This design comes from an exercise in tuning for small area on the open sky130 flow, not from production work.
RTL that was checked went through simulation tests only; none was proved equivalent to the original.
For runs 1 to 5, only the layout was checked, not whether the RTL still works.
Power figures rest on the tool's default switching activity, not on a simulated workload.

--- flow/design.v ---
module wam_debounce (
    input      clk,
    input      reset,
    input      raw,
    output reg pulse
);
    reg       s0, s1, lvl, lvl_d;
    reg [3:0] cnt;
    wire      diff = s1 ^ lvl;
    always @(posedge clk or posedge reset) begin
        if (reset) begin
            s0    <= 1'b0;
            s1    <= 1'b0;
            lvl   <= 1'b0;
            lvl_d <= 1'b0;
            pulse <= 1'b0;
            cnt   <= 4'd0;
        end else begin
            s0    <= raw;
            s1    <= s0;
            lvl_d <= lvl;
            pulse <= lvl & ~lvl_d;
            cnt   <= diff ? cnt + 4'd1 : 4'd0;
            lvl   <= lvl ^ (diff & (&cnt));
        end
    end
endmodule
module top (
    input        clk,
    input        reset,
    input        button_start,
    input        button_clear,
    input        button_difficulity,
    input        button_hammer,
    input  [4:0] swith,
    output [4:0] LED,
    output [6:0] seg,
    output [3:0] digit_select
);
    wire start_p, clear_p, diff_p, hammer_p;
    wam_debounce u_db_start (.clk(clk), .reset(reset), .raw(button_start),       .pulse(start_p));
    wam_debounce u_db_clear (.clk(clk), .reset(reset), .raw(button_clear),       .pulse(clear_p));
    wam_debounce u_db_diff  (.clk(clk), .reset(reset), .raw(button_difficulity), .pulse(diff_p));
    wam_debounce u_db_ham   (.clk(clk), .reset(reset), .raw(button_hammer),      .pulse(hammer_p));
    reg [1:0] dl;
    always @(posedge clk or posedge reset) begin
        if (reset)       dl <= 2'd0;
        else if (diff_p) dl <= {dl[0], ~dl[1] & ~dl[0]};
    end
    reg  [9:0] R;
    wire [9:0] R_inc = R + 10'd1;
    wire       R_wrap = R[9] & R[8] & (&R[4:0]);
    always @(posedge clk or posedge reset) begin
        if (reset) R <= 10'd4;
        else       R <= R_wrap ? 10'd0 : R_inc;
    end
    wire       tick     = (R == 10'd203) || (R == 10'd603);
    wire [1:0] sel      = R[4:3];
    wire [1:0] sel_next = R_inc[4:3];
    localparam [1:0] S_IDLE = 2'd0, S_CD = 2'd1, S_PLAY = 2'd2, S_GO = 2'd3;
    reg [1:0] state, prev;
    reg [1:0] diff_reg;
    reg       clr_cd, clr_gt, clr_sc;
    reg [2:0] c5;           
    reg [1:0] rt;           
    reg [3:0] ro;           
    reg [7:0] score;
    wire en_cd   = (prev == S_CD);
    wire E       = (prev == S_PLAY);
    wire cd_done = (c5 == 3'd0);
    wire gt_done = (rt == 2'd0) && (ro == 4'd0);
    reg [1:0] nstate;
    always @(*) begin
        nstate = state;
        case (state)
            S_IDLE: if (start_p) nstate = S_CD;
            S_CD:   if (cd_done) nstate = S_PLAY;
            S_PLAY: if (gt_done) nstate = S_GO; else if (start_p) nstate = S_CD;
            S_GO:   if (start_p) nstate = S_CD;
        endcase
    end
    always @(posedge clk or posedge reset) begin
        if (reset) begin
            state    <= S_IDLE;
            prev     <= S_IDLE;
            diff_reg <= 2'd0;
            clr_cd   <= 1'b1;
            clr_gt   <= 1'b1;
            clr_sc   <= 1'b1;
        end else begin
            state <= nstate;
            prev  <= state;
            if ((state == S_IDLE || state == S_GO) && diff_p)
                diff_reg <= dl;
            case (state)
                S_IDLE: begin
                    clr_cd <= 1'b1; clr_gt <= 1'b1; clr_sc <= 1'b1;
                end
                S_CD: begin
                    clr_cd <= (prev != S_CD) | start_p;
                    clr_gt <= 1'b1; clr_sc <= 1'b1;
                end
                S_PLAY: begin
                    clr_cd <= start_p;
                    clr_gt <= (prev != S_PLAY) | clear_p | start_p;
                    clr_sc <= clear_p | start_p;
                end
                default: begin
                    clr_cd <= 1'b0;
                    clr_gt <= clear_p;
                    clr_sc <= clear_p;
                end
            endcase
        end
    end
    always @(posedge clk or posedge reset) begin
        if (reset) begin
            c5 <= 3'd5;
            rt <= 2'd3;
            ro <= 4'd0;
        end else begin
            if (clr_cd)             c5 <= 3'd5;
            else if (tick & en_cd)  c5 <= c5 - 3'd1;
            if (clr_gt) begin
                rt <= 2'd3;
                ro <= 4'd0;
            end else if (tick & E) begin
                if (ro == 4'd0) begin
                    ro <= 4'd9;
                    rt <= rt - 2'd1;
                end else begin
                    ro <= ro - 4'd1;
                end
            end
        end
    end
    reg [15:0] lfsr;
    reg [2:0]  rn;
    wire fb = lfsr[15] ^ lfsr[13] ^ lfsr[12] ^ lfsr[10];
    always @(posedge clk or posedge reset) begin
        if (reset) begin
            lfsr <= 16'hACE1;
            rn   <= 3'd0;
        end else begin
            lfsr <= {lfsr[14:0], fb};
            if (E) rn <= lfsr[2:0];
        end
    end
    reg [4:0] rn_led;
    always @(*) begin
        case (rn)
            3'd0: rn_led = 5'b00001;
            3'd1: rn_led = 5'b00010;
            3'd2, 3'd5: rn_led = 5'b00100;
            3'd3, 3'd6: rn_led = 5'b01000;
            default: rn_led = 5'b10000;
        endcase
    end
    reg [4:0]  mole_led;
    reg [4:0]  sw_prev, sed;
    reg        hv;
    reg [10:0] v;
    wire has = |mole_led;
    reg lim_hi;    
    always @(*) begin
        case (diff_reg)
            2'd0:    lim_hi = v[10] & v[7] & v[5] & v[4];    
            2'd1:    lim_hi = v[9] & v[8] & v[5];            
            default: lim_hi = v[8] & v[7] & v[4];            
        endcase
    end
    wire at_lim = lim_hi & ~v[0];
    wire to     = lim_hi & v[0];
    wire load   = ~has | to;
    wire [4:0] led_n = ~E ? 5'd0 : load ? rn_led : hv ? 5'd0 : mole_led;
    always @(posedge clk or posedge reset) begin
        if (reset) begin
            mole_led <= 5'd0;
            sw_prev  <= 5'd0;
            sed      <= 5'd0;
            hv       <= 1'b0;
            v        <= 11'd0;
        end else begin
            mole_led <= led_n;
            sw_prev  <= swith;
            sed      <= (hammer_p | ~has) ? 5'd0 : sed | (mole_led & (swith ^ sw_prev));
            hv       <= hammer_p & |(sed & mole_led & led_n);
            v        <= (~E | (load & ~at_lim)) ? 11'd0 : v + 11'd1;
        end
    end
    wire hit = E & ~has & ~clr_gt;
    always @(posedge clk or posedge reset) begin
        if (reset) begin
            score <= 8'd0;
        end else if (clr_sc) begin
            score <= 8'd0;
        end else if (hit & (score != 8'h99)) begin
            if (score[3:0] == 4'd9) score <= {score[7:4] + 4'd1, 4'd0};
            else                    score[3:0] <= score[3:0] + 4'd1;
        end
    end
    assign LED = mole_led;
    reg [3:0] nr;
    reg [3:0] nib_n;
    always @(*) begin
        case (sel_next)
            2'd0: nib_n = (state == S_PLAY) ? ro : 4'd0;
            2'd1: nib_n = (state == S_PLAY) ? {2'd0, rt} : 4'd0;
            2'd2: case (state)
                      S_IDLE:  nib_n = {2'd0, diff_reg};
                      S_CD:    nib_n = {1'b0, c5};
                      default: nib_n = score[3:0];
                  endcase
            default: nib_n = state[1] ? score[7:4] : 4'd0;
        endcase
    end
    always @(posedge clk or posedge reset) begin
        if (reset) nr <= 4'd0;
        else       nr <= nib_n;
    end
    reg [3:0] an;
    always @(*) begin
        case (sel)
            2'd0:    an = 4'b1110;
            2'd1:    an = 4'b1101;
            2'd2:    an = 4'b1011;
            default: an = 4'b0111;
        endcase
    end
    reg [6:0] sg;
    always @(*) begin
        case (nr)
            4'd0: sg = 7'b1000000;
            4'd1: sg = 7'b1111001;
            4'd2: sg = 7'b0100100;
            4'd3: sg = 7'b0110000;
            4'd4: sg = 7'b0011001;
            4'd5: sg = 7'b0010010;
            4'd6: sg = 7'b0000010;
            4'd7: sg = 7'b1111000;
            4'd8: sg = 7'b0000000;
            4'd9: sg = 7'b0010000;
            default: sg = 7'b1111111;
        endcase
    end
    assign seg = sg;
    assign digit_select = an;
endmodule
--- flow/run.sh ---
#!/bin/bash
# synth_recipe.tcl (not shown) runs the flow's synth.tcl, then flattens the netlist and writes it again
# the make line also repeats each setting of config.mk as NAME=value (left out here)
make -C /OpenROAD-flow-scripts/flow DESIGN_CONFIG=/design/flow/config.mk WORK_HOME=/design/flow/orfs CLKGATE_MAP_FILE= SYNTH_SCRIPT=/design/flow/synth_recipe.tcl finish
--- flow/config.mk ---
export PLATFORM = sky130hd
export DESIGN_NAME = top
export DESIGN_NICKNAME = top
export VERILOG_FILES = /design/flow/design.v
export SDC_FILE = /design/flow/constraint.sdc
export NUM_CORES = 4
export LEC_CHECK = 0
export CAP_MARGIN = 20
export CORE_MARGIN = 2
export CORE_UTILIZATION = 40
export SLEW_MARGIN = 20
--- flow/constraint.sdc ---
create_clock -name core_clock -period 10.0 [get_ports {clk}]
set_input_delay 2.0000 -clock core_clock [delete_from_list [all_inputs] [get_ports {clk}]]
set_output_delay 2.0000 -clock core_clock [all_outputs]
set_load 0.01 [all_outputs]
==> run_results.csv, run 1 <==
group,metric,value,unit
floorplanning,pin_count,27,
yosys,syn_avg_cell_area,10.8,µm²
sta,finalCriticalPeriod,4.15,ns
clock_network,post_cts_buffers,0,
routing,wl_met3,352,µm
grt,gr-usage-all-layers,15.1,%
sta,tightest_slew,0.839,ns
run,maxCapViolCount,0,
routing,wl_met1,4.85,mm
clock_network,cts_tree,"done",
sta,fin_skew,0.00351,ns
critical_path,endpoint_kind,"output pin",
grt,grt_pass1_wl,17.9,mm
clock_network,numCtsBuffers,17,
outcome,outcome,"complete, no violations",
critical_path,worstPathArrival,2.15,ns
grt,antenna_found_initial,0,
final_layout,top_regs,"lfsr x16, v x11, R x10",
yosys,synth-seq-area-share,54.9,%
yosys,yosys.cell_types.count,56,
placement,dpl.hpwl,6.90,mm
final_layout,finalInstanceArea,0.00676,mm²
grt,grt-ovfl-total,0,
routing,dr.pass1.iters,4,
sta,setup_tns,0,ns
routing,dr.first_iter.drc_count,157,
clock_network,clkLatencyLatePin,0.41,ns
placement,gp_congestion,0.787,
clock_network,cts_sinks,124,
final_layout,synthToLayoutAreaGrowth,18.9,%
sta,finalSetupViolations,0,
yosys,yosys-top-cells-count,"dfrtp_1 (108), a21oi_1 (37), nand2_1 (37), nor2_1 (37), ha_1 (25)",
sta,relSlewSlack,43.9,%
sta,rsz0062_at_grt,"no",
critical_path,critPathMaxFanout,5,
yosys,synth_nets,561,
yosys,ys.flop_type,"dfrtp_1",
yosys,netlist.area_leader.share,47.5,%
clock_network,cts.reportedPaths.clkPinSlew,0.05,ns
power,fin_total_pwr,0.00127,W
grt,grt_max_degree,65,
clock_network,root_buffer,"clkbuf_16",
grt,first_global_vias,3804,
clock_network,cts-htree-levels,4,
floorplanning,core.rowCount,43,
sta,fmax,0.241,GHz
power,leakage,2.90,nW
floorplanning,die_h,123,µm
yosys,synth_edf_count,0,
power,power_density,188,mW/mm²
yosys,ys_seq_elements,124,
floorplanning,initial_core_util,41.0,%
yosys,async_flop_share,100,%
sta,finalHoldViolations,0,
floorplanning,die-area,0.0152,mm²
routing,top_layer,"met4",
yosys,yosys.area.top_type,"dfrtp_1",
final_layout,diodes,0,
sta,period_share,41.5,%
floorplanning,die_w,123,µm
critical_path,critPathKind,"reg2out",
placement,io_buffers,26,
final_layout,final_layout_size_suffix_gt1_share,13.1,%
routing,wl_met2,4.98,mm
final_layout,layout.nets,590,
clock_network,clockBufferDepth,2,
yosys,synth_area_leaders,"dfrtp_1 (48%), dfstp_2 (7.4%), ha_1 (5.5%)",
routing,wl_per_cell,13.8,µm
final_layout,regMostFlops,"lfsr",
yosys,ys_warn_count,2,
routing,vias_per_cell,5.24,
clock_network,cts_resized,0,
routing,drc_errors,0,
clock_network,cts.hold.buffers_added,0,
yosys,yosysMostFrequentCell,"dfrtp_1",
placement,place_area,0.00611,mm²
critical_path,cp-start-kind,"flip-flop",
routing,vias,3916,
critical_path,required,8.00,ns
routing,routed_wirelength,10.3,mm
routing,postRouteAntennaNets,0,
final_layout,largest_reg_flops,16,
yosys,syn_area,0.00568,mm²
yosys,syn_inst,525,
power,irDropWorstVdd,118,µV
floorplanning,core,0.0139,mm²
sta,maxSlewViolCount,0,
hold_path,hp-class,"reg2reg",
## critical path, cell delays in order (launching register included)
cell             delay, ns
dfrtp_1               0.41
inv_1                 0.13
ha_1                  0.19
or2_2                 0.27
a21oi_1               0.19
nor2_1                0.08
clkdlybuf4s50_1       0.48
## through the flow
step / instances / util (%) / setup WS [ns] / hold slack [ns]
2_1_floorplan: 525 / - / 4.73 / 0.331
3_3_place_gp: 715 / 44.0 / 6.17 / 0.335
3_5_place_dp: 715 / 44.0 / 6.14 / 0.337
4_1_cts: 747 / 48.7 / 5.84 / 0.350
5_1_grt: 747 / 48.7 / 5.74 / 0.350
6_report: 747 / 48.7 / 5.85 / 0.347
## layout make-up
cell class                 instances  area, µm²
clock buffer                      18        429
clock inverter                    14        219
fill                            1226       7120
inverter                          22       85.1
multi-input combinational        362       2410
sequential                       124       3120
tap                              180        225
timing repair buffer              27        268
## logic make-up after synthesis
group	share of synthesized area (%)
buffers and inverters	2.71
muxes	3.24
and+or+nand+nor	18.1
AOI/OAI and AO/OA	10.3
xor gates and xnor gates	5.24
DFF	54.9
adders and majority gates	5.50
## final timing paths
path | depth (start not counted) | slack, ns | end | start
worst max-delay path | 6 | 5.85 | seg[0] | nr[1]
worst min-delay path | 0 | 0.35 | u_db_ham.s1 | u_db_ham.s0
worst max register to register | 4 | 7.61 | score[7] | mole_led[1]
worst min register to register | 0 | 0.35 | u_db_ham.s1 | u_db_ham.s0
max in group asynchronous | 3 | 6.69 | u_db_ham.lvl_d | reset
min in group asynchronous | 2 | 2.09 | R[0] | reset
## power breakdown
group	switching, W	leakage, nW	total (W)	internal (W)
combinational	0.0000452	0.973	0.0000723	0.0000271
clock	0.000223	0.310	0.000666	0.000443
sequential	0.0000161	1.62	0.000534	0.000518
## per-layer routing
metal / global-route usage [%] / up-vias
met5: 0 / -
li1: - / 1920
met2: 23.9 / 59
met1: 19.6 / 1924
met4: 6.61 / 0
met3: 3.78 / 13
## cell usage in the layout (no fill, tap or decap), types with 5 or more instances in the layout
master / n
a21oi_1: 37
bufinv_16: 5
clkbuf_16: 17
clkdlybuf4s50_1: 26
dfrtp_1: 108
dfstp_2: 16
ha_1: 25
inv_1: 21
mux2_2: 9
mux2i_1: 6
nand2_1: 37
nand2b_1: 5
nand3_1: 22
nand4_1: 5
nor2_1: 37
nor2b_1: 17
nor3_1: 22
nor3b_1: 6
o21ai_0: 23
or3_1: 9
or4b_2: 5
xnor2_1: 17
xor2_1: 17
==> inputs of run 2 (changes only) <==
--- a/flow/config.mk
+++ b/flow/config.mk
@@ -7,5 +7,7 @@
 export LEC_CHECK = 0
 export CAP_MARGIN = 20
 export CORE_MARGIN = 2
-export CORE_UTILIZATION = 40
+export CORE_UTILIZATION = 70
+export CTS_BUF_LIST = sky130_fd_sc_hd__clkbuf_4
+export CTS_CLUSTER_SIZE = 30
 export SLEW_MARGIN = 20
==> run_results.csv, run 2 <==
group,metric,value,unit
outcome,outcome,"complete, no violations",
critical_path,critPathKind,"reg2out",
final_layout,final_layout_size_suffix_gt1_share,13.2,%
power,fin_total_pwr,0.000928,W
final_layout,final_common_cell,"dfrtp_1",
yosys,yosys-top-cells-count,"dfrtp_1 (108), a21oi_1 (37), nand2_1 (37), nor2_1 (37), ha_1 (25)",
floorplanning,die_w,94.1,µm
yosys,ys_warn_count,2,
floorplanning,core,0.00781,mm²
final_layout,regMostFlops,"lfsr",
placement,dp_cells,637,
clock_network,cts_sinks,124,
yosys,ys.flop_type,"dfrtp_1",
routing,postRouteAntennaNets,0,
routing,dr.pass1.iters,4,
routing,wl_per_cell,15.4,µm
routing,routed_wirelength,10.3,mm
final_layout,fillers,480,
placement,gp_congestion,0.805,
power,irDropWorstVdd,114,µV
final_layout,synthToLayoutAreaGrowth,10.4,%
clock_network,clkLatencyLatePin,0.50,ns
final_layout,multiInputGateArea,0.00241,mm²
clock_network,cts-htree-levels,4,
clock_network,clockBufferDepth,2,
final_layout,mostFrequentLayoutCells,"dfrtp_1 (108), nor2_1 (37), a21oi_1 (37), nand2_1 (37), clkdlybuf4s50_1 (26)",
clock_network,root_buffer,"clkbuf_4",
yosys,synth_edf_count,0,
sta,finalCriticalPeriod,4.23,ns
critical_path,critical_path.max_stage_delay,0.49,ns
clock_network,post_cts_buffers,0,
routing,dr.first_iter.drc_count,214,
sta,setup_tns,0,ns
sta,period_share,42.3,%
grt,grt-ovfl-total,0,
clock_network,cts_resized,0,
clock_network,cts.reportedPaths.clkPinSlew,0.12,ns
grt,grt_max_degree,72,
final_layout,layout.nets,590,
yosys,syn_area,0.00568,mm²
grt,grt_pass1_wl,18.2,mm
critical_path,critPathMaxFanout,5,
yosys,ys_seq_elements,124,
yosys,yosys.area.top_type,"dfrtp_1",
floorplanning,pin_count,27,
placement,post-place-ws,6.15,ns
clock_network,numCtsBuffers,17,
final_layout,fin_cells,669,
sta,relSlewSlack,40.1,%
floorplanning,core.rowCount,32,
yosys,yosysMostFrequentCell,"dfrtp_1",
placement,dpl.hpwl,7.30,mm
yosys,syn_inst,525,
hold_path,hp-class,"reg2reg",
sta,finalHoldViolations,0,
power,leakage,2.73,nW
critical_path,required,8.00,ns
final_layout,final_core_util,80.4,%
run,maxCapViolCount,0,
floorplanning,die_h,94.1,µm
final_layout,largest_reg_flops,16,
power,power_density,148,mW/mm²
sta,rsz0062_at_grt,"no",
yosys,syn_avg_cell_area,10.8,µm²
critical_path,cp-start-kind,"flip-flop",
critical_path,cp_top_family,"buffers and inverters",
yosys,netlist.area_leader.share,47.5,%
yosys,synth-seq-area-share,54.9,%
floorplanning,die-area,0.00886,mm²
placement,io_buffers,26,
final_layout,diodes,0,
sta,fin_skew,0.0153,ns
grt,first_global_vias,4018,
clock_network,cts.hold.buffers_added,0,
sta,tightest_slew,0.896,ns
routing,vias,3974,
sta,maxSlewViolCount,0,
sta,worst_slack,5.77,ns
grt,antenna_found_initial,0,
critical_path,endpoint_kind,"output pin",
critical_path,worst_path_max_delay_cell,"clkdlybuf4s50_1",
critical_path,cp_num_buf_inv,2,
yosys,async_flop_share,100,%
sta,fmax,0.236,GHz
yosys,yosys.cell_types.count,56,
floorplanning,initial_core_util,72.8,%
yosys,synth_nets,561,
grt,gr-usage-all-layers,26.7,%
critical_path,r2r_slack,7.66,ns
routing,drc_errors,0,
critical_path,worstPathArrival,2.23,ns
routing,vias_per_cell,5.94,
clock_network,cts_tree,"done",
final_layout,top_regs,"lfsr x16, v x11, R x10",
final_layout,seqCellArea,0.00312,mm²
sta,finalSetupViolations,0,
critical_path,cp_cell_sequence,"inv_1 > ha_1 > or2_2 > a21oi_1 > a31oi_1 > clkdlybuf4s50_1",
yosys,synth_area_leaders,"dfrtp_1 (48%), dfstp_2 (7.4%), ha_1 (5.5%)",
run 2: worst paths after layout:
path / startpoint / end / cells past startpoint
worst min register to register: u_db_start.s0 / u_db_start.s1 / 0
worst max-delay path: nr[1] / seg[3] / 6
worst min-delay path: u_db_start.s0 / u_db_start.s1 / 0
max in group asynchronous: reset / score[0] / 3
worst max register to register: mole_led[2] / score[7] / 4
min in group asynchronous: reset / u_db_start.cnt[2] / 2
run 2: kinds of logic (layout without fill, tap and decap cells):
kind of cell	count (synthesis)	after routing	synth area share (%)
adders and majority gates	25	25	5.50
and+or+nand+nor	192	192	18.1
xor gates and xnor gates	34	34	5.24
DFF	124	124	54.9
muxes	16	16	3.24
AOI/OAI and AO/OA	95	95	10.3
buffers and inverters	39	81	2.71
run 2: worst register-to-register path: cells and delay by family (launching register included):
family	cells	cell delay [ns]
and+or+nand+nor	3	1.67
DFF	1	0.45
AOI/OAI and AO/OA	1	0.15
run 2: cell type report:
cell class	count	share of cell area, %
sequential	124	49.8
inverter	22	1.36
clock inverter	12	1.83
clock buffer	20	2.39
timing repair buffer	27	4.27
tap	102	2.03
multi-input combinational	362	38.4
run 2: stage by stage:
step	instance area [µm²]	hold WS (ns)
floorplan	5680	0.331
detailed placement	6010	0.336
global route	6280	0.368
finish	6280	0.363
global placement	6010	0.336
CTS	6280	0.364
run 2: report_power, final:
| part | total [W] | switching (W) | internal, W |
|---|---|---|---|
| clock network | 0.000321 | 0.000187 | 0.000134 |
| registers | 0.000533 | 0.0000163 | 0.000517 |
| logic | 0.0000732 | 0.0000457 | 0.0000275 |
| total | 0.000928 | 0.000249 | 0.000679 |
run 2: metal layers:
metal	share of wire [%]	track usage, %
met1	43	33.4
met4	1.5	9.18
met2	52	46.1
met3	2.9	5.78
met5	0	0
==> inputs of run 3 (changes only) <==
--- a/flow/config.mk
+++ b/flow/config.mk
@@ -8,6 +8,6 @@
 export CAP_MARGIN = 20
 export CORE_MARGIN = 2
 export CORE_UTILIZATION = 70
-export CTS_BUF_LIST = sky130_fd_sc_hd__clkbuf_4
+export CTS_BUF_LIST = sky130_fd_sc_hd__clkbuf_8
 export CTS_CLUSTER_SIZE = 30
 export SLEW_MARGIN = 20
==> run_results.csv, run 3 <==
group,metric,value,unit
routing,postRouteAntennaNets,0,
yosys,synth_mux_area_share,3.24,%
power,seqPwrFrac,53.2,%
critical_path,reg2reg_from,"R[0]",
critical_path,endpoint_kind,"output pin",
grt,first_global_vias,4103,
routing,vias_per_cell,5.95,
routing,drc_errors,0,
floorplanning,die_w,94.1,µm
floorplanning,core.rowCount,32,
clock_network,cts_tree,"done",
floorplanning,die_h,94.1,µm
routing,dr.pass1.iters,4,
yosys,syn_avg_cell_area,10.8,µm²
final_layout,final_core_util,81.6,%
routing,dr.first_iter.drc_count,197,
power,intPower,0.000740,W
routing,vias,3982,
power,irDropWorstVdd,148,µV
final_layout,mostFrequentLayoutCells,"dfrtp_1 (108), nor2_1 (37), a21oi_1 (37), nand2_1 (37), clkdlybuf4s50_1 (26)",
critical_path,required,8.00,ns
clock_network,cts.reportedPaths.clkPinSlew,0.08,ns
clock_network,clockBufferDepth,2,
final_layout,multiInputGateArea,0.00241,mm²
sta,period_share,41.8,%
sta,finalHoldViolations,0,
final_layout,fin_cells,669,
placement,dpl.hpwl,7.30,mm
yosys,synth_fa_ha_area_share,5.50,%
yosys,synth-seq-area-share,54.9,%
power,switching_share,26.2,%
sta,finalCriticalPeriod,4.18,ns
power,power_density,157,mW/mm²
clock_network,cts-htree-levels,4,
floorplanning,initial_core_util,72.8,%
yosys,ys_seq_elements,124,
grt,grt_max_degree,72,
yosys,yosys-top-cells-count,"dfrtp_1 (108), a21oi_1 (37), nand2_1 (37), nor2_1 (37), ha_1 (25)",
yosys,yosys.area.top_type,"dfrtp_1",
yosys,async_flop_share,100,%
hold_path,holdPathEnd,"u_db_start.s1",
placement,post-place-ws,6.15,ns
critical_path,r2r_slack,7.59,ns
grt,grt_pass1_wl,18.7,mm
grt,gr-usage-all-layers,27.6,%
yosys,ys.flop_type,"dfrtp_1",
critical_path,critPathMaxFanout,5,
routing,routed_wirelength,10.6,mm
yosys,synth_compound_area_share,10.3,%
sta,fmax,0.240,GHz
yosys,synth_xor_area_share,5.24,%
sta,hold_ws,0.352,ns
yosys,ys_warn_count,2,
hold_path,min-delay-start,"u_db_start.s0",
floorplanning,core,0.00781,mm²
grt,antenna_found_initial,0,
yosys,yosysMostFrequentCell,"dfrtp_1",
final_layout,fillers,470,
clock_network,root_buffer,"clkbuf_8",
final_layout,diodes,0,
run,maxCapViolCount,0,
yosys,netlist.area_leader.share,47.5,%
sta,tightest_slew,0.895,ns
final_layout,largest_reg_flops,16,
critical_path,critPathKind,"reg2out",
floorplanning,pin_count,27,
clock_network,cts_sinks,124,
clock_network,post_cts_buffers,0,
power,pwr-share-clk,39.5,%
final_layout,final_common_cell,"dfrtp_1",
sta,maxSlewViolCount,0,
sta,rsz0062_at_grt,"no",
sta,setup_tns,0,ns
critical_path,worstPathArrival,2.18,ns
final_layout,top_regs,"lfsr x16, v x11, R x10",
yosys,synth_nets,561,
yosys,synth_area_leaders,"dfrtp_1 (48%), dfstp_2 (7.4%), ha_1 (5.5%)",
floorplanning,die-area,0.00886,mm²
final_layout,seqCellArea,0.00312,mm²
yosys,yosys.cell_types.count,56,
yosys,yosys.area_share.simple,18.1,%
clock_network,cts_resized,0,
final_layout,layout.nets,590,
critical_path,reg2reg_depth,5,
critical_path,r2r-end,"ro[3]",
placement,gp_congestion,0.805,
clock_network,clkLatencyLatePin,0.43,ns
placement,dp_cells,637,
sta,fin_skew,0.00799,ns
grt,grt-ovfl-total,0,
placement,io_buffers,26,
power,power_frac_comb,7.3,%
sta,finalSetupViolations,0,
routing,wl_per_cell,15.9,µm
yosys,synth_top_family_by_area,"simple AND/OR/NAND/NOR gates",
power,leakage,2.78,nW
hold_path,holdPathStages,0,
critical_path,cp-start-kind,"flip-flop",
hold_path,hp-class,"reg2reg",
clock_network,numCtsBuffers,17,
clock_network,cts.hold.buffers_added,0,
yosys,syn_inst,525,
final_layout,synthToLayoutAreaGrowth,12.1,%
sta,worst_slack,5.82,ns
yosys,synth_edf_count,0,
sta,relSlewSlack,40.1,%
yosys,syn_area,0.00568,mm²
outcome,outcome,"complete, no violations",
power,p_sw,0.000263,W
final_layout,regMostFlops,"lfsr",
final_layout,final_layout_size_suffix_gt1_share,12.7,%
==> run 3: cell families (layout without fill, tap and decap cells) <==
| logic type | Yosys count | count (layout) |
|---|---|---|
| compound gates | 95 | 95 |
| flops | 124 | 124 |
| xor+xnor | 34 | 34 |
| buf+inv | 39 | 81 |
| fa+ha+maj | 25 | 25 |
| simple gates | 192 | 192 |
| mux | 16 | 16 |
==> run 3: worst max path at each step <==
| stage | startpoint | end | cells after the start |
|---|---|---|---|
| 2_1_floorplan | reset | R[0] | 1 |
| 3_3_place_gp | reset | score[4] | 3 |
| 3_5_place_dp | reset | nr[1] | 3 |
| 4_1_cts | nr[1] | seg[3] | 6 |
| 5_1_grt | nr[1] | seg[3] | 6 |
| 6_report | nr[1] | seg[3] | 6 |
==> run 3: area by class of cell <==
| cell class | count | area share [%] |
|---|---|---|
| multi-input cells | 362 | 37.8 |
| repair buffers | 27 | 4.20 |
| inverters | 22 | 1.34 |
| flip-flops and latches | 124 | 49.0 |
| well taps | 102 | 2.00 |
| clock buffers | 17 | 3.67 |
| clock inverters | 15 | 1.98 |
==> run 3: layer usage <==
metal | up-vias | GRT usage, % | share of wire, %
met5 | - | 0 | 0
met4 | 0 | 10.9 | 1.5
met3 | 19 | 6.98 | 3.5
met2 | 71 | 47.0 | 52
met1 | 1983 | 34.0 | 43
li1 | 1909 | - | -
==> run 3: power groups by stage <==
stage / registers, W / clock network [W] / logic (W)
4_1_cts: 0.000533 / 0.000403 / 0.0000740
2_1_floorplan: 0.000535 / 0 / 0.0000544
3_3_place_gp: 0.000541 / 0 / 0.0000707
3_5_place_dp: 0.000543 / 0 / 0.0000734
5_1_grt: 0.000536 / 0.000426 / 0.0000849
6_report: 0.000534 / 0.000396 / 0.0000734
==> run 3: worst max-delay path, cell delays in order (launching register included) <==
cell	delay [ns]
dfrtp_1	0.42
inv_1	0.13
ha_1	0.20
or2_2	0.27
a21oi_1	0.19
a31oi_1	0.06
clkdlybuf4s50_1	0.49
==> run 3: per-stage QoR <==
| stage | area [µm²] | total power [W] |
|---|---|---|
| final | 6370 | 0.00100 |
| after floorplan | 5680 | 0.000590 |
| after detailed placement | 6010 | 0.000616 |
| after global routing | 6370 | 0.00105 |
| after global placement | 6010 | 0.000612 |
| after CTS | 6370 | 0.00101 |
==> inputs of run 4 (changes only) <==
--- a/flow/config.mk
+++ b/flow/config.mk
@@ -7,7 +7,7 @@
 export LEC_CHECK = 0
 export CAP_MARGIN = 20
 export CORE_MARGIN = 2
-export CORE_UTILIZATION = 70
-export CTS_BUF_LIST = sky130_fd_sc_hd__clkbuf_8
-export CTS_CLUSTER_SIZE = 30
+export CORE_UTILIZATION = 60
+export CTS_BUF_LIST = sky130_fd_sc_hd__clkbuf_4
+export CTS_CLUSTER_SIZE = 16
 export SLEW_MARGIN = 20
==> run_results.csv, run 4 <==
group,metric,value,unit
outcome,outcome,"complete, no violations",
final_layout,top_regs,"lfsr x16, v x11, R x10",
grt,first_global_vias,3859,
yosys,synth_nets,561,
yosys,synth_mux_area_share,3.24,%
critical_path,critPathKind,"reg2out",
yosys,yosys.area.top_type,"dfrtp_1",
yosys,ys_seq_elements,124,
clock_network,cts_resized,0,
yosys,yosys.area_share.simple,18.1,%
clock_network,cts-htree-levels,4,
routing,vias_per_cell,5.76,
sta,finalSetupViolations,0,
yosys,syn_inst,525,
final_layout,synthToLayoutAreaGrowth,10.6,%
yosys,yosys.cell_types.count,56,
placement,gp_congestion,0.836,
floorplanning,die_w,101,µm
clock_network,clockBufferDepth,2,
routing,wl_per_cell,15.0,µm
routing,vias,3907,
sta,relSlewSlack,38.1,%
sta,period_share,43.3,%
critical_path,worstPathArrival,2.33,ns
yosys,ys_warn_count,2,
power,switching_share,25.7,%
routing,dr.pass1.iters,4,
grt,grt_pass1_wl,17.9,mm
clock_network,cts_sinks,124,
yosys,yosys-top-cells-count,"dfrtp_1 (108), a21oi_1 (37), nand2_1 (37), nor2_1 (37), ha_1 (25)",
power,intPower,0.000691,W
grt,grt-ovfl-total,0,
clock_network,numCtsBuffers,17,
sta,maxSlewViolCount,0,
power,seqPwrFrac,57.3,%
clock_network,clkLatencyLatePin,0.51,ns
routing,postRouteAntennaNets,0,
sta,worst_slack,5.67,ns
hold_path,hp-class,"reg2reg",
routing,dr.first_iter.drc_count,179,
yosys,synth_compound_area_share,10.3,%
final_layout,diodes,0,
placement,dpl.hpwl,6.98,mm
power,p_sw,0.000239,W
sta,tightest_slew,0.925,ns
sta,finalCriticalPeriod,4.33,ns
sta,fin_skew,0.0223,ns
yosys,synth_fa_ha_area_share,5.50,%
yosys,synth_edf_count,0,
clock_network,cts_tree,"done",
power,fin_total_pwr,0.000930,W
grt,grt_max_degree,67,
critical_path,endpoint_kind,"output pin",
yosys,synth_xor_area_share,5.24,%
yosys,syn_area,0.00568,mm²
sta,fmax,0.231,GHz
final_layout,regMostFlops,"lfsr",
final_layout,largest_reg_flops,16,
power,irDropWorstVdd,101,µV
placement,post-place-ws,6.18,ns
floorplanning,initial_core_util,61.8,%
final_layout,final_layout_size_suffix_gt1_share,12.3,%
yosys,synth_top_family_by_area,"simple AND/OR/NAND/NOR gates",
sta,finalHoldViolations,0,
run,maxCapViolCount,0,
critical_path,critPathMaxFanout,5,
yosys,synth-seq-area-share,54.9,%
final_layout,layout.nets,590,
clock_network,post_cts_buffers,0,
yosys,syn_avg_cell_area,10.8,µm²
power,power_frac_comb,7.9,%
grt,gr-usage-all-layers,22.5,%
clock_network,root_buffer,"clkbuf_4",
floorplanning,die-area,0.0103,mm²
placement,io_buffers,26,
critical_path,cp-start-kind,"flip-flop",
final_layout,final_common_cell,"dfrtp_1",
clock_network,cts.hold.buffers_added,0,
yosys,async_flop_share,100,%
critical_path,required,8.00,ns
floorplanning,pin_count,27,
floorplanning,core,0.00920,mm²
routing,routed_wirelength,10.2,mm
clock_network,cts.reportedPaths.clkPinSlew,0.10,ns
floorplanning,core.rowCount,35,
power,leakage,2.73,nW
yosys,yosysMostFrequentCell,"dfrtp_1",
floorplanning,die_h,101,µm
power,pwr-share-clk,34.8,%
grt,antenna_found_initial,0,
yosys,ys.flop_type,"dfrtp_1",
sta,setup_tns,0,ns
yosys,synth_area_leaders,"dfrtp_1 (48%), dfstp_2 (7.4%), ha_1 (5.5%)",
sta,rsz0062_at_grt,"no",
final_layout,mostFrequentLayoutCells,"dfrtp_1 (108), nor2_1 (37), a21oi_1 (37), nand2_1 (37), clkdlybuf4s50_1 (26)",
routing,drc_errors,0,
yosys,netlist.area_leader.share,47.5,%
power,power_density,148,mW/mm²
[run 4: changes by cell type in the layout (fill, tap and decap cells not counted)]
| cell | before | now |
|---|---|---|
| clkbuf_4 | 0 | 18 |
| clkbuf_8 | 17 | 0 |
| clkinv_1 | 0 | 5 |
| clkinv_4 | 3 | 0 |
| inv_1 | 24 | 21 |
| inv_6 | 3 | 1 |
| bufinv_16 | 1 | 2 |
| clkinvlp_4 | 3 | 4 |
[run 4: area by class of cell]
cell class,instances,area [µm²]
Sequential cell,124,3120
Fill cell,708,2910
Multi-Input combinational cell,362,2410
Timing Repair Buffer,27,268
Tap cell,111,139
Clock buffer,18,135
Clock inverter,14,128
Inverter,22,85.1
[run 4: cells by family (layout without fill, tap and decap cells)]
| kind of cell | Yosys count | after routing |
|---|---|---|
| flip-flops | 124 | 124 |
| AND/OR/NAND/NOR | 192 | 192 |
| buffers and inverters | 39 | 81 |
| adder cells (fa/ha/maj) | 25 | 25 |
| AO/OA/AOI/OAI | 95 | 95 |
| multiplexers | 16 | 16 |
| XOR/XNOR | 34 | 34 |
[run 4: critical path: stages (launching register included)]
cell,delay (ns)
dfrtp_1,0.42
inv_1,0.12
ha_1,0.19
or2_2,0.27
a21oi_1,0.23
nor2_1,0.10
clkdlybuf4s50_1,0.50
[run 4: path summary, 6_finish.rpt]
kind | cells after the start | end | slack [ns] | start
min | 0 | lfsr[6] | 0.36 | lfsr[5]
min reg2reg | 0 | lfsr[6] | 0.36 | lfsr[5]
max reg2reg | 4 | score[7] | 7.64 | mole_led[1]
max in group asynchronous | 3 | mole_led[1] | 6.80 | reset
min in group asynchronous | 2 | lfsr[9] | 1.96 | reset
max | 6 | seg[0] | 5.67 | nr[1]
[run 4: per-layer routing]
metal / vias up / share of wire [%] / global-route usage [%]
met3: 13 / 3.0 / 5.59
li1: 1912 / - / -
met2: 60 / 51 / 37.5
met4: 0 / 1.2 / 9.04
met5: - / 0 / 0
met1: 1922 / 45 / 28.5
[run 4: power groups by stage]
stage               logic (W)  clock network (W)  registers (W)
detailed placement  0.0000736                  0       0.000542
floorplan           0.0000544                  0       0.000535
CTS                 0.0000740           0.000334       0.000533
global route        0.0000835           0.000362       0.000536
global placement    0.0000716                  0       0.000542
finish              0.0000732           0.000323       0.000533
[run 4: stage by stage]
stage,area [µm²],hold slack [ns],util (%),std cells
2_1_floorplan,5680,0.331,-,525
3_3_place_gp,6020,0.331,65.5,646
3_5_place_dp,6020,0.339,65.5,646
4_1_cts,6280,0.359,68.3,678
5_1_grt,6280,0.366,68.3,678
6_report,6280,0.356,68.3,678
==> inputs of run 5 (changes only) <==
==> flow/flow/run.sh (new file) <==
#!/bin/bash
set -euo pipefail
cd "$(dirname "$0")/.."
cp config.mk config_own.mk
cat >> config_own.mk <<'EOC'
export BUFFER_PORTS_ARGS = -buffer_cell sky130_fd_sc_hd__buf_1
export CTS_ARGS = -sink_clustering_enable -repair_clock_nets -buf_list sky130_fd_sc_hd__clkbuf_8 -dont_use_dummy_load
EOC
sed "s#DESIGN_CONFIG=[^ ]*#DESIGN_CONFIG=$PWD/config_own.mk#" standard.sh > standard_own.sh
bash standard_own.sh > flow_standard.log 2>&1
==> flow/standard.sh (new file) <==
#!/bin/bash
# synth_recipe.tcl (not shown) runs the flow's synth.tcl, then flattens the netlist and writes it again
# the make line also repeats each setting of config.mk as NAME=value (left out here)
make -C /OpenROAD-flow-scripts/flow DESIGN_CONFIG=/design/flow/config.mk WORK_HOME=/design/flow/orfs CLKGATE_MAP_FILE= SYNTH_SCRIPT=/design/flow/synth_recipe.tcl "${@:-finish}"
--- a/flow/config.mk
+++ b/flow/config.mk
@@ -7,7 +7,7 @@
 export LEC_CHECK = 0
 export CAP_MARGIN = 20
 export CORE_MARGIN = 2
-export CORE_UTILIZATION = 60
-export CTS_BUF_LIST = sky130_fd_sc_hd__clkbuf_4
-export CTS_CLUSTER_SIZE = 16
+export CORE_UTILIZATION = 70
+export CTS_BUF_LIST = sky130_fd_sc_hd__clkbuf_8
+export CTS_CLUSTER_SIZE = 30
 export SLEW_MARGIN = 20
removed: flow/run.sh
==> run_results.csv, run 5 <==
group,metric,value,unit
outcome,outcome,"complete, no violations",
hold_path,min-delay-start,"u_db_clear.s0",
clock_network,cts_tree,"done",
critical_path,cp-start-kind,"flip-flop",
critical_path,cp_num_buf_inv,2,
yosys,yosys-top-cells-count,"dfrtp_1 (108), a21oi_1 (37), nand2_1 (37), nor2_1 (37), ha_1 (25)",
routing,postRouteAntennaNets,0,
routing,vias_per_cell,5.96,
yosys,synth_edf_count,0,
power,leakage,2.65,nW
sta,setup_tns,0,ns
power,irDropWorstVdd,110,µV
yosys,ys.flop_type,"dfrtp_1",
clock_network,cts_resized,0,
grt,grt-ovfl-total,0,
final_layout,mostFrequentLayoutCells,"dfrtp_1 (108), nor2_1 (37), a21oi_1 (37), nand2_1 (37), buf_1 (26)",
hold_path,hp-class,"reg2reg",
yosys,synth_area_leaders,"dfrtp_1 (48%), dfstp_2 (7.4%), ha_1 (5.5%)",
yosys,syn_inst,525,
final_layout,top_regs,"lfsr x16, v x11, R x10",
critical_path,reg2reg_from,"mole_led[1]",
critical_path,r2r-end,"score[7]",
hold_path,holdPathStages,0,
critical_path,required,8.00,ns
routing,dr.first_iter.drc_count,203,
routing,dr.pass1.iters,5,
routing,wl_per_cell,15.9,µm
sta,tightest_slew,0.868,ns
placement,gp_congestion,0.812,
yosys,yosys.cell_types.count,56,
floorplanning,core,0.00781,mm²
floorplanning,initial_core_util,72.8,%
sta,period_share,37.7,%
clock_network,numCtsBuffers,17,
sta,finalHoldViolations,0,
yosys,synth_nets,561,
sta,relSlewSlack,42.1,%
sta,hold_ws,0.341,ns
final_layout,final_common_cell,"dfrtp_1",
clock_network,cts-htree-levels,4,
grt,first_global_vias,3916,
sta,fmax,0.266,GHz
critical_path,reg2reg_depth,4,
run,maxCapViolCount,0,
final_layout,final_core_util,77.9,%
grt,grt_pass1_wl,18.0,mm
critical_path,cp_top_family,"flip-flops",
critical_path,worst_path_max_delay_cell,"dfrtp_1",
yosys,ys_warn_count,2,
final_layout,finalInstanceArea,0.00608,mm²
yosys,syn_area,0.00568,mm²
critical_path,endpoint_kind,"output pin",
critical_path,critPathMaxFanout,5,
clock_network,post_cts_buffers,0,
final_layout,multiInputGateArea,0.00241,mm²
power,fin_total_pwr,0.000908,W
floorplanning,die_h,94.1,µm
clock_network,cts_sinks,124,
critical_path,r2r_slack,7.59,ns
final_layout,diodes,0,
clock_network,clockBufferDepth,2,
final_layout,fillers,501,
final_layout,final_layout_size_suffix_gt1_share,10.9,%
critical_path,worstPathArrival,1.77,ns
critical_path,cp_cell_sequence,"inv_1 > ha_1 > or2_2 > a21oi_1 > a31oi_1 > buf_1",
yosys,netlist.area_leader.share,47.5,%
yosys,syn_avg_cell_area,10.8,µm²
clock_network,cts.hold.buffers_added,0,
routing,vias,3901,
clock_network,cts.reportedPaths.clkPinSlew,0.07,ns
yosys,yosys.area.top_type,"dfrtp_1",
floorplanning,die_w,94.1,µm
sta,fin_skew,0.0278,ns
sta,finalCriticalPeriod,3.77,ns
final_layout,seqCellArea,0.00312,mm²
yosys,ys_seq_elements,124,
clock_network,clkLatencyLatePin,0.43,ns
placement,dpl.hpwl,7.00,mm
routing,drc_errors,0,
floorplanning,pin_count,27,
critical_path,critical_path.max_stage_delay,0.40,ns
grt,gr-usage-all-layers,26.5,%
final_layout,layout.nets,590,
yosys,async_flop_share,100,%
grt,antenna_found_initial,0,
power,power_density,149,mW/mm²
critical_path,critPathKind,"reg2out",
placement,io_buffers,26,
yosys,synth-seq-area-share,54.9,%
floorplanning,die-area,0.00886,mm²
final_layout,synthToLayoutAreaGrowth,7.00,%
placement,place_area,0.00585,mm²
final_layout,largest_reg_flops,16,
sta,rsz0062_at_grt,"no",
clock_network,root_buffer,"clkbuf_8",
yosys,yosysMostFrequentCell,"dfrtp_1",
floorplanning,core.rowCount,32,
sta,finalSetupViolations,0,
grt,grt_max_degree,73,
sta,maxSlewViolCount,0,
routing,routed_wirelength,10.4,mm
final_layout,regMostFlops,"lfsr",
hold_path,holdPathEnd,"u_db_clear.s1",
[run 5: area by class of cell]
cell class	count	area share, %
Multi-Input combinational cell	362	39.6
Clock buffer	17	3.85
Inverter	22	1.40
Timing Repair Buffer	27	1.73
Tap cell	102	2.10
Sequential cell	124	51.3
[run 5: per-stage QoR]
step / std cells / setup WS, ns
final: 654 / 6.23
after global routing: 654 / 6.08
after detailed placement: 637 / 6.51
after CTS: 654 / 6.22
after floorplan: 525 / 4.73
after global placement: 637 / 6.54
[run 5: worst max-delay path by stage]
| stage | start | endpoint | slack [ns] | cells after the start |
|---|---|---|---|---|
| floorplan | reset | R[0] | 4.73 | 1 |
| global placement | reset | u_db_ham.cnt[2] | 6.54 | 3 |
| detailed placement | reset | u_db_ham.cnt[2] | 6.51 | 3 |
| CTS | nr[1] | seg[3] | 6.22 | 6 |
| global route | nr[1] | seg[0] | 6.08 | 6 |
| finish | nr[1] | seg[3] | 6.23 | 6 |
[run 5: kinds of logic after synthesis]
| group | Yosys count | synth area share, % |
|---|---|---|
| XOR/XNOR | 34 | 5.24 |
| adder cells (fa/ha/maj) | 25 | 5.50 |
| flip-flops | 124 | 54.9 |
| buffers and inverters | 39 | 2.71 |
| AO/OA/AOI/OAI | 95 | 10.3 |
| AND/OR/NAND/NOR | 192 | 18.1 |
| multiplexers | 16 | 3.24 |
[run 5: per-layer routing]
metal / vias up / track usage, % / share of wire (%)
met3: 15 / 4.74 / 2.6
met1: 1931 / 34.3 / 45
met2: 66 / 44.7 / 51
li1: 1889 / - / -
met4: 0 / 10.6 / 1.3
met5: - / 0 / 0
[run 5: where the power goes]
group          switching (W)  internal, W   total, W
Sequential         0.0000161     0.000518   0.000534
Combinational      0.0000459    0.0000226  0.0000685
Clock               0.000156     0.000149   0.000305
==> inputs of run 6 (changes only) <==
--- a/flow/design.v
+++ b/flow/design.v
@@ -156,22 +156,24 @@
             default: rn_led = 5'b10000;
         endcase
     end
-    reg [4:0]  mole_led;
-    reg [4:0]  sw_prev, sed;
-    reg        hv;
-    reg [10:0] v;
-    wire has = |mole_led;
-    reg lim_hi;    
+    reg [4:0] mole_led;
+    reg [4:0] sw_prev, sed;
+    reg       hv, to;
+    reg [8:0] lo;
+    reg [1:0] hi;
+    wire has    = |mole_led;
+    wire lo_end = (lo == 9'b110101000);    
+    wire lo_beg = (lo == 9'd0);
+    reg  hi_lim;
     always @(*) begin
         case (diff_reg)
-            2'd0:    lim_hi = v[10] & v[7] & v[5] & v[4];    
-            2'd1:    lim_hi = v[9] & v[8] & v[5];            
-            default: lim_hi = v[8] & v[7] & v[4];            
-        endcase
-    end
-    wire at_lim = lim_hi & ~v[0];
-    wire to     = lim_hi & v[0];
-    wire load   = ~has | to;
+            2'd0:    hi_lim = (hi == 2'd3);
+            2'd1:    hi_lim = (hi == 2'd2);
+            default: hi_lim = (hi == 2'd1);
+        endcase
+    end
+    wire load = ~has | to;
+    wire trst = ~E | load;
     wire [4:0] led_n = ~E ? 5'd0 : load ? rn_led : hv ? 5'd0 : mole_led;
     always @(posedge clk or posedge reset) begin
         if (reset) begin
@@ -179,25 +181,30 @@
             sw_prev  <= 5'd0;
             sed      <= 5'd0;
             hv       <= 1'b0;
-            v        <= 11'd0;
+            to       <= 1'b0;
+            lo       <= 9'd0;
+            hi       <= 2'd0;
         end else begin
             mole_led <= led_n;
             sw_prev  <= swith;
             sed      <= (hammer_p | ~has) ? 5'd0 : sed | (mole_led & (swith ^ sw_prev));
             hv       <= hammer_p & |(sed & mole_led & led_n);
-            v        <= (~E | (load & ~at_lim)) ? 11'd0 : v + 11'd1;
+            to       <= E & hi_lim & lo_beg;
+            lo       <= (trst | lo_end) ? 9'd0 : {lo[7:0], ~(lo[8] ^ lo[4])};
+            hi       <= trst ? 2'd0 : hi + {1'b0, lo_end};
         end
     end
     wire hit = E & ~has & ~clr_gt;
-    always @(posedge clk or posedge reset) begin
-        if (reset) begin
-            score <= 8'd0;
-        end else if (clr_sc) begin
-            score <= 8'd0;
-        end else if (hit & (score != 8'h99)) begin
-            if (score[3:0] == 4'd9) score <= {score[7:4] + 4'd1, 4'd0};
-            else                    score[3:0] <= score[3:0] + 4'd1;
-        end
+    wire [3:0] so = score[3:0];
+    wire [3:0] st = score[7:4];
+    wire o9  = so[3] & so[0];
+    wire inc = hit & ~(o9 & st[3] & st[0]);
+    wire ti  = inc & o9;
+    wire [7:0] tg = {ti & st[0] & (st[3] | (st[2] & st[1])), ti & st[1] & st[0], ti & st[0] & ~st[3], ti,
+                     inc & so[0] & (so[3] | (so[2] & so[1])), inc & so[1] & so[0], inc & so[0] & ~so[3], inc};
+    always @(posedge clk or posedge reset) begin
+        if (reset) score <= 8'd0;
+        else       score <= clr_sc ? 8'd0 : score ^ tg;
     end
     assign LED = mole_led;
     reg [3:0] nr;
@@ -227,22 +234,15 @@
             default: an = 4'b0111;
         endcase
     end
-    reg [6:0] sg;
-    always @(*) begin
-        case (nr)
-            4'd0: sg = 7'b1000000;
-            4'd1: sg = 7'b1111001;
-            4'd2: sg = 7'b0100100;
-            4'd3: sg = 7'b0110000;
-            4'd4: sg = 7'b0011001;
-            4'd5: sg = 7'b0010010;
-            4'd6: sg = 7'b0000010;
-            4'd7: sg = 7'b1111000;
-            4'd8: sg = 7'b0000000;
-            4'd9: sg = 7'b0010000;
-            default: sg = 7'b1111111;
-        endcase
-    end
+    wire [3:0] d = nr;
+    wire sa = d[3] | d[1] | (d[2] & d[0]) | (~d[2] & ~d[0]);
+    wire sb = ~d[2] | (d[1] & d[0]) | (~d[1] & ~d[0]);
+    wire sc = d[2] | ~d[1] | d[0];
+    wire sd = d[3] | (~d[2] & ~d[0]) | (d[1] & ~d[0]) | (~d[2] & d[1]) | (d[2] & ~d[1] & d[0]);
+    wire se = (~d[2] & ~d[0]) | (d[1] & ~d[0]);
+    wire sf = d[3] | (~d[1] & ~d[0]) | (d[2] & ~d[1]) | (d[2] & ~d[0]);
+    wire sgg = d[3] | (d[2] & ~d[1]) | (~d[2] & d[1]) | (d[1] & ~d[0]);
+    wire [6:0] sg = ~{sgg, sf, se, sd, sc, sb, sa};
     assign seg = sg;
     assign digit_select = an;
 endmodule
--- a/flow/config.mk
+++ b/flow/config.mk
@@ -5,9 +5,9 @@
 export SDC_FILE = /design/flow/constraint.sdc
 export NUM_CORES = 4
 export LEC_CHECK = 0
-export CAP_MARGIN = 20
+export CAP_MARGIN = 0
 export CORE_MARGIN = 2
 export CORE_UTILIZATION = 70
 export CTS_BUF_LIST = sky130_fd_sc_hd__clkbuf_8
 export CTS_CLUSTER_SIZE = 30
-export SLEW_MARGIN = 20
+export SLEW_MARGIN = 0
==> run_results.csv, run 6 <==
group,metric,value,unit
final_layout,fin_cells,599,
critical_path,crit_start,"nr[0]",
floorplanning,core,0.00733,mm²
sta,period_share,34.9,%
grt,grt_max_degree,84,
placement,dpl.hpwl,6.31,mm
critical_path,reg2reg_from,"prev[1]",
routing,postRouteAntennaNets,0,
critical_path,cp-start-kind,"flip-flop",
yosys,yosysMostFrequentCell,"dfrtp_1",
critical_path,worstPathArrival,1.49,ns
final_layout,fillers,480,
routing,wl_per_cell,15.2,µm
critical_path,cp_num_buf_inv,1,
critical_path,required,8.00,ns
clock_network,cts.reportedPaths.clkPinSlew,0.08,ns
sta,maxSlewViolCount,0,
floorplanning,die_w,91.6,µm
power,leakage,2.62,nW
yosys,async_flop_share,100,%
clock_network,cts.hold.buffers_added,0,
critical_path,endpoint_kind,"output pin",
yosys,ys_seq_elements,125,
sta,setup_tns,0,ns
sta,fin_skew,0.0277,ns
clock_network,cts_resized,0,
routing,vias_per_cell,5.87,
critical_path,cp_top_family,"flip-flops",
final_layout,final_core_util,79.0,%
sta,tightest_slew,0.951,ns
sta,finalHoldViolations,0,
outcome,outcome,"complete, no violations",
critical_path,critical_path.max_stage_delay,0.43,ns
sta,fmax,0.286,GHz
hold_path,min-delay-start,"lfsr[5]",
yosys,synth_edf_count,0,
critical_path,worst_path_max_delay_cell,"dfrtp_1",
grt,grt-ovfl-total,0,
final_layout,synthToLayoutAreaGrowth,7.83,%
final_layout,final_common_cell,"dfrtp_1",
clock_network,cts-htree-levels,4,
floorplanning,die-area,0.00838,mm²
yosys,syn_area,0.00537,mm²
grt,first_global_vias,3514,
final_layout,layout.nets,532,
final_layout,diodes,0,
yosys,ys.flop_type,"dfrtp_1",
yosys,ys_warn_count,2,
floorplanning,pin_count,27,
routing,vias,3515,
final_layout,mostFrequentLayoutCells,"dfrtp_1 (109), nor2_1 (45), a21oi_1 (27)",
yosys,syn_inst,467,
critical_path,critPathMaxFanout,6,
final_layout,largest_reg_flops,16,
clock_network,numCtsBuffers,17,
yosys,synth_area_leaders,"dfrtp_1 (51%), dfstp_2 (7.8%), ha_1 (4.4%)",
yosys,netlist.area_leader.share,50.8,%
yosys,synth-seq-area-share,58.6,%
floorplanning,die_h,91.6,µm
power,power_density,158,mW/mm²
clock_network,clockBufferDepth,2,
floorplanning,initial_core_util,73.2,%
critical_path,critPathKind,"reg2out",
sta,rsz0062_at_grt,"no",
routing,drc_errors,0,
clock_network,post_cts_buffers,0,
yosys,yosys.area.top_type,"dfrtp_1",
placement,dp_cells,582,
final_layout,regMostFlops,"lfsr",
routing,dr.pass1.iters,5,
run,maxCapViolCount,0,
placement,gp_congestion,0.898,
grt,antenna_found_initial,0,
yosys,syn_avg_cell_area,11.5,µm²
clock_network,clkLatencyLatePin,0.43,ns
grt,gr-usage-all-layers,24.7,%
floorplanning,core.rowCount,31,
final_layout,final_layout_size_suffix_gt1_share,10.6,%
clock_network,root_buffer,"clkbuf_8",
placement,io_buffers,26,
hold_path,hp-class,"reg2reg",
yosys,yosys.cell_types.count,55,
power,irDropWorstVdd,136,µV
routing,dr.first_iter.drc_count,223,
routing,routed_wirelength,9.13,mm
yosys,synth_nets,497,
yosys,yosys-top-cells-count,"dfrtp_1 (109), nor2_1 (45), a21oi_1 (27), nand2_1 (20)",
sta,relSlewSlack,36.6,%
clock_network,cts_sinks,125,
clock_network,cts_tree,"done",
grt,grt_pass1_wl,16.1,mm
final_layout,top_regs,"lfsr x16, R x10, lo x9",
sta,finalCriticalPeriod,3.49,ns
sta,finalSetupViolations,0,
critical_path,cp_cell_sequence,"nand2b_1 > a21o_1 > a21oi_1 > buf_1",
==> run 6: cell type report <==
type,count,area (µm²),share of cell area (%)
timing repair buffer,27,105,1.82
tap,99,124,2.14
clock buffer,17,234,4.04
sequential,125,3150,54.4
inverter,19,73.8,1.28
multi-input combinational,312,2100,36.3
==> run 6: cell families (layout without fill, tap and decap cells) <==
family | count (synthesis) | after routing | share of synthesized area [%]
fa+ha+maj | 19 | 19 | 4.43
buf+inv | 30 | 63 | 2.17
xor+xnor | 32 | 32 | 5.22
mux | 13 | 13 | 2.61
flops | 125 | 125 | 58.6
compound gates | 76 | 76 | 9.04
simple gates | 172 | 172 | 17.9
==> run 6: where the power goes <==
part / internal, W / switching (W) / total, W
Clock: 0.000149 / 0.000157 / 0.000306
Combinational: 0.0000250 / 0.0000477 / 0.0000727
Sequential: 0.000522 / 0.0000149 / 0.000537
==> run 6: path summary, 6_finish.rpt <==
check / slack, ns / endpoint / cells after the start
min reg2reg: 0.34 / lfsr[6] / 0
max reg2reg: 7.78 / rt[0] / 4
min in group asynchronous: 1.60 / u_db_start.s0 / 2
max in group asynchronous: 7.05 / R[1] / 3
max: 6.51 / seg[3] / 4
min: 0.34 / lfsr[6] / 0
==> run 6: worst register-to-register path: cells and delay by family (launching register included) <==
kind,cells,cell delay (ns)
AOI/OAI and AO/OA,1,0.45
DFF,1,0.35
muxes,1,0.24
and+or+nand+nor,2,1.11
==> run 6: layer usage <==
metal	part of all wire (%)	vias to the layer above	GRT usage, %
met3	4.8	14	6.72
met1	45	1735	32.1
met4	1.7	0	9.85
met5	0	-	0
met2	49	87	39.8
li1	-	1679	-
==> run 6: through the flow <==
| step | power [W] | hold slack, ns | worst slack [ns] | area (µm²) |
|---|---|---|---|---|
| floorplan | 0.000598 | 0.331 | 4.70 | 5370 |
| global placement | 0.000615 | 0.335 | 6.54 | 5550 |
| detailed placement | 0.000619 | 0.335 | 6.51 | 5550 |
| CTS | 0.000922 | 0.345 | 6.50 | 5790 |
| global route | 0.000953 | 0.342 | 6.38 | 5790 |
| finish | 0.000915 | 0.344 | 6.51 | 5790 |
==> inputs of run 7 (changes only) <==
--- a/flow/config.mk
+++ b/flow/config.mk
@@ -5,9 +5,9 @@
 export SDC_FILE = /design/flow/constraint.sdc
 export NUM_CORES = 4
 export LEC_CHECK = 0
-export CAP_MARGIN = 0
+export CAP_MARGIN = 20
 export CORE_MARGIN = 2
 export CORE_UTILIZATION = 70
 export CTS_BUF_LIST = sky130_fd_sc_hd__clkbuf_8
 export CTS_CLUSTER_SIZE = 30
-export SLEW_MARGIN = 0
+export SLEW_MARGIN = 20
==> run_results.csv, run 7 <==
group,metric,value,unit
critical_path,endpoint_kind,"output pin",
routing,routed_wirelength,9.31,mm
final_layout,synthToLayoutAreaGrowth,8.35,%
placement,dp_cells,582,
sta,tightest_slew,0.853,ns
sta,finalSetupViolations,0,
sta,rsz0062_at_grt,"no",
floorplanning,core.rowCount,31,
critical_path,required,8.00,ns
routing,vias_per_cell,5.91,
final_layout,fillers,467,
grt,first_global_vias,3514,
yosys,async_flop_share,100,%
final_layout,multiInputGateArea,0.00210,mm²
final_layout,regMostFlops,"lfsr",
yosys,yosys.cell_types.count,55,
critical_path,critPathKind,"reg2out",
clock_network,cts_sinks,125,
final_layout,mostFrequentLayoutCells,"dfrtp_1 (109), nor2_1 (45), a21oi_1 (27)",
floorplanning,die_w,91.6,µm
sta,fmax,0.286,GHz
final_layout,diodes,0,
clock_network,root_buffer,"clkbuf_8",
sta,finalHoldViolations,0,
final_layout,layout.nets,533,
sta,setup_tns,0,ns
routing,postRouteAntennaNets,0,
placement,io_buffers,26,
clock_network,clockBufferDepth,2,
placement,dpl.hpwl,6.31,mm
yosys,synth_area_leaders,"dfrtp_1 (51%), dfstp_2 (7.8%), ha_1 (4.4%)",
final_layout,final_layout_size_suffix_gt1_share,10.8,%
placement,gp_congestion,0.898,
run,maxCapViolCount,0,
sta,period_share,34.9,%
yosys,yosysMostFrequentCell,"dfrtp_1",
clock_network,cts_tree,"done",
yosys,synth_edf_count,0,
outcome,outcome,"complete, no violations",
clock_network,clkLatencyLatePin,0.42,ns
hold_path,holdPathStages,0,
critical_path,reg2reg_depth,4,
routing,dr.first_iter.drc_count,183,
yosys,ys_warn_count,2,
final_layout,largest_reg_flops,16,
clock_network,cts.hold.buffers_added,0,
sta,maxSlewViolCount,0,
clock_network,cts_resized,0,
routing,vias,3546,
floorplanning,core,0.00733,mm²
final_layout,final_common_cell,"dfrtp_1",
floorplanning,initial_core_util,73.2,%
grt,gr-usage-all-layers,24.7,%
routing,drc_errors,0,
yosys,yosys-top-cells-count,"dfrtp_1 (109), nor2_1 (45), a21oi_1 (27), nand2_1 (20)",
clock_network,numCtsBuffers,17,
critical_path,worstPathArrival,1.49,ns
power,power_density,157,mW/mm²
grt,grt-ovfl-total,0,
routing,dr.pass1.iters,5,
clock_network,post_cts_buffers,0,
sta,finalCriticalPeriod,3.49,ns
grt,grt_pass1_wl,16.1,mm
yosys,synth-seq-area-share,58.6,%
grt,antenna_found_initial,0,
clock_network,cts.reportedPaths.clkPinSlew,0.08,ns
grt,grt_max_degree,84,
power,irDropWorstVdd,134,µV
floorplanning,pin_count,27,
yosys,yosys.area.top_type,"dfrtp_1",
final_layout,top_regs,"lfsr x16, R x10, lo x9",
yosys,synth_nets,497,
yosys,syn_area,0.00537,mm²
yosys,syn_avg_cell_area,11.5,µm²
critical_path,critPathMaxFanout,6,
yosys,netlist.area_leader.share,50.8,%
final_layout,fin_cells,600,
clock_network,cts-htree-levels,4,
sta,relSlewSlack,43.0,%
routing,wl_per_cell,15.5,µm
final_layout,seqCellArea,0.00315,mm²
yosys,ys_seq_elements,125,
power,leakage,2.64,nW
critical_path,cp-start-kind,"flip-flop",
yosys,syn_inst,467,
yosys,ys.flop_type,"dfrtp_1",
hold_path,hp-class,"reg2reg",
sta,fin_skew,0.0245,ns
floorplanning,die_h,91.6,µm
floorplanning,die-area,0.00838,mm²
-- run 7: worst paths after layout --
check | from | end | slack, ns
max | nr[0] | seg[3] | 6.51
min | lfsr[5] | lfsr[6] | 0.35
max reg2reg | prev[1] | rt[0] | 7.78
min reg2reg | lfsr[5] | lfsr[6] | 0.35
max in group asynchronous | reset | R[2] | 7.32
min in group asynchronous | reset | u_db_start.s0 | 1.60
-- run 7: per-stage QoR --
step	total power, W	setup slack, ns	hold slack (ns)	utilization, %	cell area, µm²
after CTS	0.000922	6.50	0.345	79.0	5790
final	0.000916	6.51	0.347	79.3	5820
after global routing	0.000955	6.38	0.343	79.3	5820
after floorplan	0.000598	4.70	0.331	-	5370
after detailed placement	0.000619	6.51	0.335	75.8	5550
after global placement	0.000615	6.54	0.335	75.8	5550
-- run 7: kinds of logic after synthesis --
kind of cell	share of synthesized area [%]
DFF	58.6
muxes	2.61
and+or+nand+nor	17.9
adders and majority gates	4.43
buffers and inverters	2.17
AOI/OAI and AO/OA	9.04
xor gates and xnor gates	5.22
-- run 7: layout make-up --
class / count / share of cell area [%]
clock buffers: 17 / 4.02
flip-flops and latches: 125 / 54.1
repair buffers: 28 / 2.28
inverters: 19 / 1.27
multi-input cells: 312 / 36.2
well taps: 99 / 2.13
-- run 7: worst max-delay path: stages, from the launching register on --
cell      delay (ns)
dfrtp_1         0.43
nand2b_1        0.18
a21o_1          0.19
a21oi_1         0.12
buf_1           0.16
-- run 7: routing by layer --
layer | part of all wire [%] | GRT usage, % | up-vias | routed length [µm]
li1 | - | - | 1681 | -
met1 | 43 | 32.1 | 1760 | 4000
met2 | 50 | 39.8 | 90 | 4670
met3 | 5.1 | 6.72 | 15 | 473
met4 | 1.8 | 9.85 | 0 | 164
met5 | 0 | 0 | - | 0
-- run 7: where the power goes --
part | internal (W) | total [W] | switching (W)
Clock | 0.000149 | 0.000305 | 0.000156
Combinational | 0.0000261 | 0.0000740 | 0.0000478
Sequential | 0.000522 | 0.000537 | 0.0000149

[port drivers added, routing unchanged]
No port has a modelled driver above. Below, the same layouts with a new extraction and two added sets of constraints. Step 1 assumes that a clkbuf_16 drives the clock port and a buf_2 every other input. Step 2 moves the port delays by t, midway between the first and last clock arrival at a register: inputs arrive t later, outputs are due t later. That takes back most of the time a late clock gives input paths. a / b / c = ideal ports / drivers / drivers and shift; a / b = the first two.
run | shift t [ns] | setup slack, ns | worst setup path at the end
run 1 | 0.448 | 5.854 / 5.813 / 6.261 | register to output
run 2 | 0.518 | 5.767 / 5.737 / 6.255 | register to output
run 3 | 0.456 | 5.825 / 5.793 / 6.244 | input, reset recovery
run 4 | 0.531 | 5.673 / 5.643 / 6.174 | register to output
run 5 | 0.446 | 6.234 / 6.200 / 6.586 | input, reset recovery
run 6 | 0.446 | 6.506 / 6.472 / 6.623 | input, reset recovery
run 7 | 0.446 | 6.506 / 6.470 / 6.886 | input, reset recovery
After both steps setup and hold are still met in every run listed. Setup slack includes reset recovery checks.
